What follows belongs to an exercise in optimizing a design on an open flow for small area and a short achievable clock period; a production flow would make more cautious choices.
Where RTL was checked, it was by simulation tests only, not by an equivalence proof against the original.
No activity file was given, so power comes from the tool's default toggle rates.

==> flow/design.v (excerpt) <==
module divider
(
    input              clk,
    input              reset,
    input  [31:0]      A,
    input  [31:0]      B,
    input              start,
    input  [7:0]       Physical_address_in,
    input  [31:0]      PC_in,
    input              divider_op_in,
    output             divide_zero_exception,
    output [31:0]      Result,
    output [7:0]       Physical_address_out,
    output [31:0]      PC_out,
    output             done
);
    wire [31:0] x0 = A;
    wire [31:0] d0 = B;
    wire [31:0] ea = B[31:1];
    wire [31:0] eb = B[31:0];
    wire [31:0] tb3_g0 = {1'b0, ea} & eb;
    wire [31:0] tb3_p0 = {1'b0, ea} ^ eb;
    wire tb3_l0_1_g = tb3_g0[1] | (tb3_p0[1] & tb3_g0[0]);
    wire tb3_l0_1_p = tb3_p0[1] & tb3_p0[0];
    wire tb3_l0_3_g = tb3_g0[3] | (tb3_p0[3] & tb3_g0[2]);
    wire tb3_l0_3_p = tb3_p0[3] & tb3_p0[2];
    wire tb3_l0_5_g = tb3_g0[5] | (tb3_p0[5] & tb3_g0[4]);
    wire tb3_l0_5_p = tb3_p0[5] & tb3_p0[4];
  ...
==> flow/config.mk <==
export PLATFORM = sky130hd
export DESIGN_NAME = divider
export DESIGN_NICKNAME = divider
export VERILOG_FILES = /design/flow/design.v
export SDC_FILE = /design/flow/constraint.sdc
export NUM_CORES = 8
export LEC_CHECK = 0
export ABC_AREA = 1
export CAP_MARGIN = 20
export CORE_MARGIN = 2
export CORE_UTILIZATION = 40
export GPL_TIMING_DRIVEN = 0
export SLEW_MARGIN = 20
==> flow/constraint.sdc <==
create_clock -name core_clock -period 8.0 [get_ports {clk}]
set_input_delay 1.6000 -clock core_clock [delete_from_list [all_inputs] [get_ports {clk}]]
set_output_delay 1.6000 -clock core_clock [all_outputs]
set_load 0.01 [all_outputs]
run.sh (not shown) runs the stock make flow with config.mk's settings and CLKGATE_MAP_FILE= SYNTH_SCRIPT=/design/flow/synth_recipe.tcl, a recipe that flattens the netlist after the stock synthesis.
The first run completed without violations.
Change:
==> flow/flow/run.sh (new file) <==
#!/bin/bash
set -euo pipefail
export BUFFER_PORTS_ARGS="-buffer_cell sky130_fd_sc_hd__buf_2"
export RECOVER_POWER=100
bash standard.sh > standard.log 2>&1
==> flow/standard.sh (new file) <==
#!/bin/bash
# synth_recipe.tcl (not shown) runs the flow's synth.tcl, then flattens the netlist and writes it again
# the make line also repeats each setting of config.mk as NAME=value (left out here)
make -C /OpenROAD-flow-scripts/flow DESIGN_CONFIG=/design/flow/config.mk WORK_HOME=/design/flow/orfs CLKGATE_MAP_FILE= SYNTH_SCRIPT=/design/flow/synth_recipe.tcl "${@:-finish}"
Settings changed: CAP_MARGIN 20 to 5, CTS_CLUSTER_DIAMETER from default to 100, CTS_CLUSTER_SIZE from default to 28, SETUP_SLACK_MARGIN from default to 0.1, SLEW_MARGIN 20 to 5.
removed: flow/run.sh
=> Total power falls by about 11%. Clock-buffer cell count goes down by 70. Hold slack is about the same. Cell count went down by about 0.4%. Setup slack gets better by 0.0051 ns. Die area stays the same.
Function was not checked in any run of this note: the RTL went through the layout flow alone.

---

divider, a different RTL version from the one above (not shown whole).
Size in the first run: about 10000 cells after synthesis, ~860 flip-flops, about 69000 um^2 of cells after synthesis.
Settings: LEC_CHECK=0, ABC_AREA=1, CAP_MARGIN=20, CORE_MARGIN=2, CORE_UTILIZATION=65, SLEW_MARGIN=20; clock period 8.0 ns.
Stock flow here: none of the scripts above is used.
The starting point completed, yet does not pass: setup timing.
Testbench counts at the start, summed over its fixed seeds: latency 144,000, ops 24,000.
Change:
--- a/flow/config.mk
+++ b/flow/config.mk
@@ -10,3 +10,3 @@
 export CORE_MARGIN = 2
-export CORE_UTILIZATION = 65
+export CORE_UTILIZATION = 40
 export SLEW_MARGIN = 20
After rerunning: This time the run finished with timing, DRC and antenna clean; cell count went up by 15%; final area went up by 10%; die area went up by 62%; combinational power went up by 8.6%; sequential cell count does not change; core utilization went down by 24 points; clock power went up by about 4%; non-clock buffer count went up by 856.
Change:
--- a/flow/config.mk
+++ b/flow/config.mk
@@ -7,3 +7,2 @@
 export LEC_CHECK = 0
-export ABC_AREA = 1
 export CAP_MARGIN = 20
What happened:
- With this change the flow finished but fails on setup timing
- combinational power climbs by 27%
- final area came out higher by 15%
- clock power rises by about 2%
- area after synthesis falls by 7.3%
- worst setup slack degrades by 0.72 ns
- routed wire length rises by 1.4%
- non-clock buffer count came out higher by 1638
- sequential power increases by about 1%
- first-iteration DRC count falls by 1.6%
- hold slack gets better by 0.038 ns
- final cell count goes down by 7.6%
Change:
--- a/flow/config.mk
+++ b/flow/config.mk
@@ -7,2 +7,3 @@
 export LEC_CHECK = 0
+export ABC_AREA = 1
 export CAP_MARGIN = 20
@@ -10,2 +11,3 @@
 export CORE_UTILIZATION = 40
+export GPL_TIMING_DRIVEN = 0
 export SLEW_MARGIN = 20
Outcome: The changed run went through all stages and came out clean. Power decreases by about a fifth. Combinational power decreases by a quarter to a third. Area after synthesis increases by a little under a tenth. Maximum frequency increases by roughly a tenth. Design area decreases by about a fifth. Count of clock-buffer cells in the layout decreases by 3. Via count decreases slightly. Non-clock buffer count decreases by 2596. Global-route usage decreases by 3.6 points. Routed wire length decreases by a few percent.

---

## run A
divider, a different RTL version from the one above (not shown whole).
For scale: about 7,100 cells after synthesis, about 790 flip-flops, ~180 I/O pins.
export LEC_CHECK = 0
export ABC_AREA = 1
export CAP_MARGIN = 5
export CORE_MARGIN = 2
export CORE_UTILIZATION = 40
export CTS_CLUSTER_DIAMETER = 100
export CTS_CLUSTER_SIZE = 28
export GPL_TIMING_DRIVEN = 0
export SLEW_MARGIN = 5
create_clock -name core_clock -period 8.0 [get_ports {clk}]
standard.sh (not shown) runs the stock make flow with config.mk's settings and CLKGATE_MAP_FILE= SYNTH_SCRIPT=/design/flow/synth_recipe.tcl, a recipe that flattens the netlist after the stock synthesis.
==> flow/flow/run.sh <==
#!/bin/bash
set -euo pipefail
export BUFFER_PORTS_ARGS="-buffer_cell sky130_fd_sc_hd__buf_2"
export RECOVER_POWER=100
bash standard.sh > standard.log 2>&1
Run A did not stop at any stage, and its layout met the timing, design-rule and antenna checks.
Testbench counts of run A, summed over its fixed seeds: latency 120,000, ops 24,000.
Inputs modified between run A and run B:
diff --git a/flow/flow/run.sh b/flow/flow/run.sh
--- a/flow/flow/run.sh
+++ b/flow/flow/run.sh
@@ -4,2 +4,3 @@
 export RECOVER_POWER=100
+
 bash standard.sh > standard.log 2>&1
diff --git a/flow/config.mk b/flow/config.mk
--- a/flow/config.mk
+++ b/flow/config.mk
@@ -14,2 +14,4 @@
 export GPL_TIMING_DRIVEN = 0
+export PLACE_DENSITY = 0.7
+export SETUP_SLACK_MARGIN = 0.1
 export SLEW_MARGIN = 5
Results
- In run B the achievable clock frequency turned out about 1.2% lower than in run A.
- Routed wire length (lower): run A
- On placed standard-cell area, run B and run A are neck and neck.
- In run B relative to run A, post-route met1 wirelength had gone down slightly.
- Sort run B and run A by layout overhead on the synthesized area asc -> top: run A
- The higher count of clock-net buffers in the final layout of run B and run A is in run A.
- Delta (run B minus run A): total global routing track utilization was more or less identical, number of buffers created by CTS now sits lower.
Input changes introduced in run C (baseline for comparison: run B):
==> flow/run.sh (new file) <==
#!/bin/bash
# synth_recipe.tcl (not shown) runs the flow's synth.tcl, then flattens the netlist and writes it again
# the make line also repeats each setting of config.mk as NAME=value (left out here)
make -C /OpenROAD-flow-scripts/flow DESIGN_CONFIG=/design/flow/config.mk WORK_HOME=/design/flow/orfs CLKGATE_MAP_FILE= SYNTH_SCRIPT=/design/flow/synth_recipe.tcl finish
==> flow/config.mk <==
export PLATFORM = sky130hd
export DESIGN_NAME = divider
export DESIGN_NICKNAME = divider
export VERILOG_FILES = /design/flow/design.v
export SDC_FILE = /design/flow/constraint.sdc
export NUM_CORES = 8
export LEC_CHECK = 0
export ABC_AREA = 1
export CAP_MARGIN = 20
export CORE_MARGIN = 2
export CORE_UTILIZATION = 40
export CTS_CLUSTER_DIAMETER = 80
export CTS_CLUSTER_SIZE = 32
export GPL_TIMING_DRIVEN = 0
export SLEW_MARGIN = 20
removed: flow/flow/run.sh
removed: flow/standard.sh
--- outcome ---
Taking run B as the reference point, the total power of run C rises by 4.3%.
Run B → run C: met2 track demand over resource down 0.89 points, final period utilization flat.
Of run B and run C, run B shows the higher detailed-route vias per instance, with run C below it.
Between run B and run C, number of antenna violations at the first check in global routing is lower for run B, run C comes in above that.
Cell area | run C vs run B | run C larger
Run C — aggregate global-route resource usage 0.74 points lower, run B as reference
Any difference in number of global-route vias before repair between run C and run B is small enough to ignore.
Across both runs, total number of vias was lower for run C than for run B.
Changes observed in run C relative to run B: first-pass GRT wire length decreased by about 2% relative to the old numbers, logic depth of the worst path, buffers included down 24.
What run D does differently from run C at the input level:
==> flow/flow/run.sh (new file) <==
#!/bin/bash
set -euo pipefail
export BUFFER_PORTS_ARGS="-buffer_cell sky130_fd_sc_hd__buf_2"
export RECOVER_POWER=100
bash standard.sh > standard.log 2>&1
==> flow/standard.sh (new file) <==
#!/bin/bash
# synth_recipe.tcl (not shown) runs the flow's synth.tcl, then flattens the netlist and writes it again
# the make line also repeats each setting of config.mk as NAME=value (left out here)
make -C /OpenROAD-flow-scripts/flow DESIGN_CONFIG=/design/flow/config.mk WORK_HOME=/design/flow/orfs CLKGATE_MAP_FILE= SYNTH_SCRIPT=/design/flow/synth_recipe.tcl "${@:-finish}"
diff --git a/flow/config.mk b/flow/config.mk
--- a/flow/config.mk
+++ b/flow/config.mk
@@ -11,4 +11,4 @@
 export CORE_UTILIZATION = 40
-export CTS_CLUSTER_DIAMETER = 80
-export CTS_CLUSTER_SIZE = 32
+export CTS_CLUSTER_DIAMETER = 100
+export CTS_CLUSTER_SIZE = 28
 export GPL_TIMING_DRIVEN = 0
removed: flow/run.sh
--- outcome ---
- Looking at first-pass GRT wire length, run D sits 5000 um higher than run C does.
- The run with more setup slack is run D; run C has less.
- Run C → run D: via total after detailed routing saw a decrease, fill cell total of the finished layout went up by 324.
- Compared to run C, the routing of run D uses more wire.
- Summary of run D over run C: reported max-cap violation count did not really move; total of clock buffers placed in the layout went down; data required time of the worst path +2.21 ns; total power went down by 5.7%.
The inputs of run E differ from those of run D as listed below.
diff --git a/flow/config.mk b/flow/config.mk
--- a/flow/config.mk
+++ b/flow/config.mk
@@ -8,3 +8,3 @@
 export ABC_AREA = 1
-export CAP_MARGIN = 20
+export CAP_MARGIN = 5
 export CORE_MARGIN = 2
@@ -14,2 +14,3 @@
 export GPL_TIMING_DRIVEN = 0
-export SLEW_MARGIN = 20
+export SETUP_SLACK_MARGIN = 0.1
+export SLEW_MARGIN = 5
Results
Diff run D -> run E: number of logic stages on the critical path including buffering higher, design area now larger, setup slack +0.021 ns, post-detailed-placement cell area did not really move.
Combinational fraction of design power: run E vs run D — no meaningful difference
Summary — internal power consumption, run E relative to run D: higher, by about 1.5%.
A critical-path cell with the highest stage delay of dfxtp_1 is what run D shows, while fa_1 belongs to run E.
Final cycle utilization of the critical path ends up higher on run D.
In the metrics for run D and run E, the one carrying the higher number of global-route vias before repair is run E.
Changes in run F relative to run E:
diff --git a/flow/config.mk b/flow/config.mk
--- a/flow/config.mk
+++ b/flow/config.mk
@@ -14,3 +14,3 @@
 export GPL_TIMING_DRIVEN = 0
-export SETUP_SLACK_MARGIN = 0.1
+export SETUP_SLACK_MARGIN = 0.5
 export SLEW_MARGIN = 5
==> results.txt <==
- Run F gives more synthesis-to-finish area growth than run E did.
- Taking run E as the reference point, the met1 layer usage reported by global route of run F rises by 0.52 points.
- Relative contribution of the clock network to total power for run F is lower than for run E.
- Run E -> run F: die span in x delta 0, exact match
- | worst-case reg-to-reg path depth | run F vs run E | 9.3% lower |
- Run F vs run E: largest incremental delay on the critical path up in run F
- Run E has a higher path length in cells of the critical path than run F.
- Run F vs. run E: final period utilization went down by 0.98 points.

==> what the ideal ports hide <==
No port has a modelled driver above. Below, the same layouts with a new extraction and two added sets of constraints. Step 1: set_driving_cell puts a clkbuf_16 on clk and a buf_2 on each other input, an assumption about the parent block. Step 2 also shifts input and output timing later by t, the mid clock arrival at the registers, as if the neighbouring blocks saw the same clock. Three values: no drivers, after step 1, after step 2; two values: the first two.
run	shift t [ns]	setup WS [ns]	worst setup path at the end	slew at the worst register clock pin (ns)	cell pins on the clock port's net
the first run of note 1	0.780	0.258 / 0.284 / -0.495	input to register	0.07 / 0.07	1
the second run of note 1	0.751	0.263 / 0.290 / -0.461	input to register	0.11 / 0.11	1
the first run of note 2	0.780	-0.129 / -0.129 / -0.129	register to register	0.07 / 0.07	1
the second run of note 2	0.797	0.199 / 0.199 / 0.085	input to register	0.08 / 0.08	1
the third run of note 2	0.837	-0.521 / -0.521 / -0.628	input to register	0.09 / 0.09	1
the fourth run of note 2	0.817	0.230 / 0.230 / -0.363	input to register	0.08 / 0.08	1
run A	0.746	0.330 / 0.330 / 0.021	input to register	0.11 / 0.11	1
run B	0.748	0.234 / 0.234 / -0.100	input to register	0.11 / 0.11	1
run C	0.766	0.231 / 0.153 / -0.114	input to register	0.11 / 0.11	1
run D	0.740	0.277 / 0.277 / -0.077	input to register	0.11 / 0.11	1
run E	0.749	0.298 / 0.298 / -0.042	input to register	0.11 / 0.11	1
run F	0.750	0.376 / 0.376 / -0.013	input to register	0.11 / 0.11	1
With both steps, setup timing fails in 8 of these runs, where it was met with ideal ports. The setup slack of the first run of note 1, which loses most, moves by +0.026 ns with the drivers and by -0.753 ns with both steps.
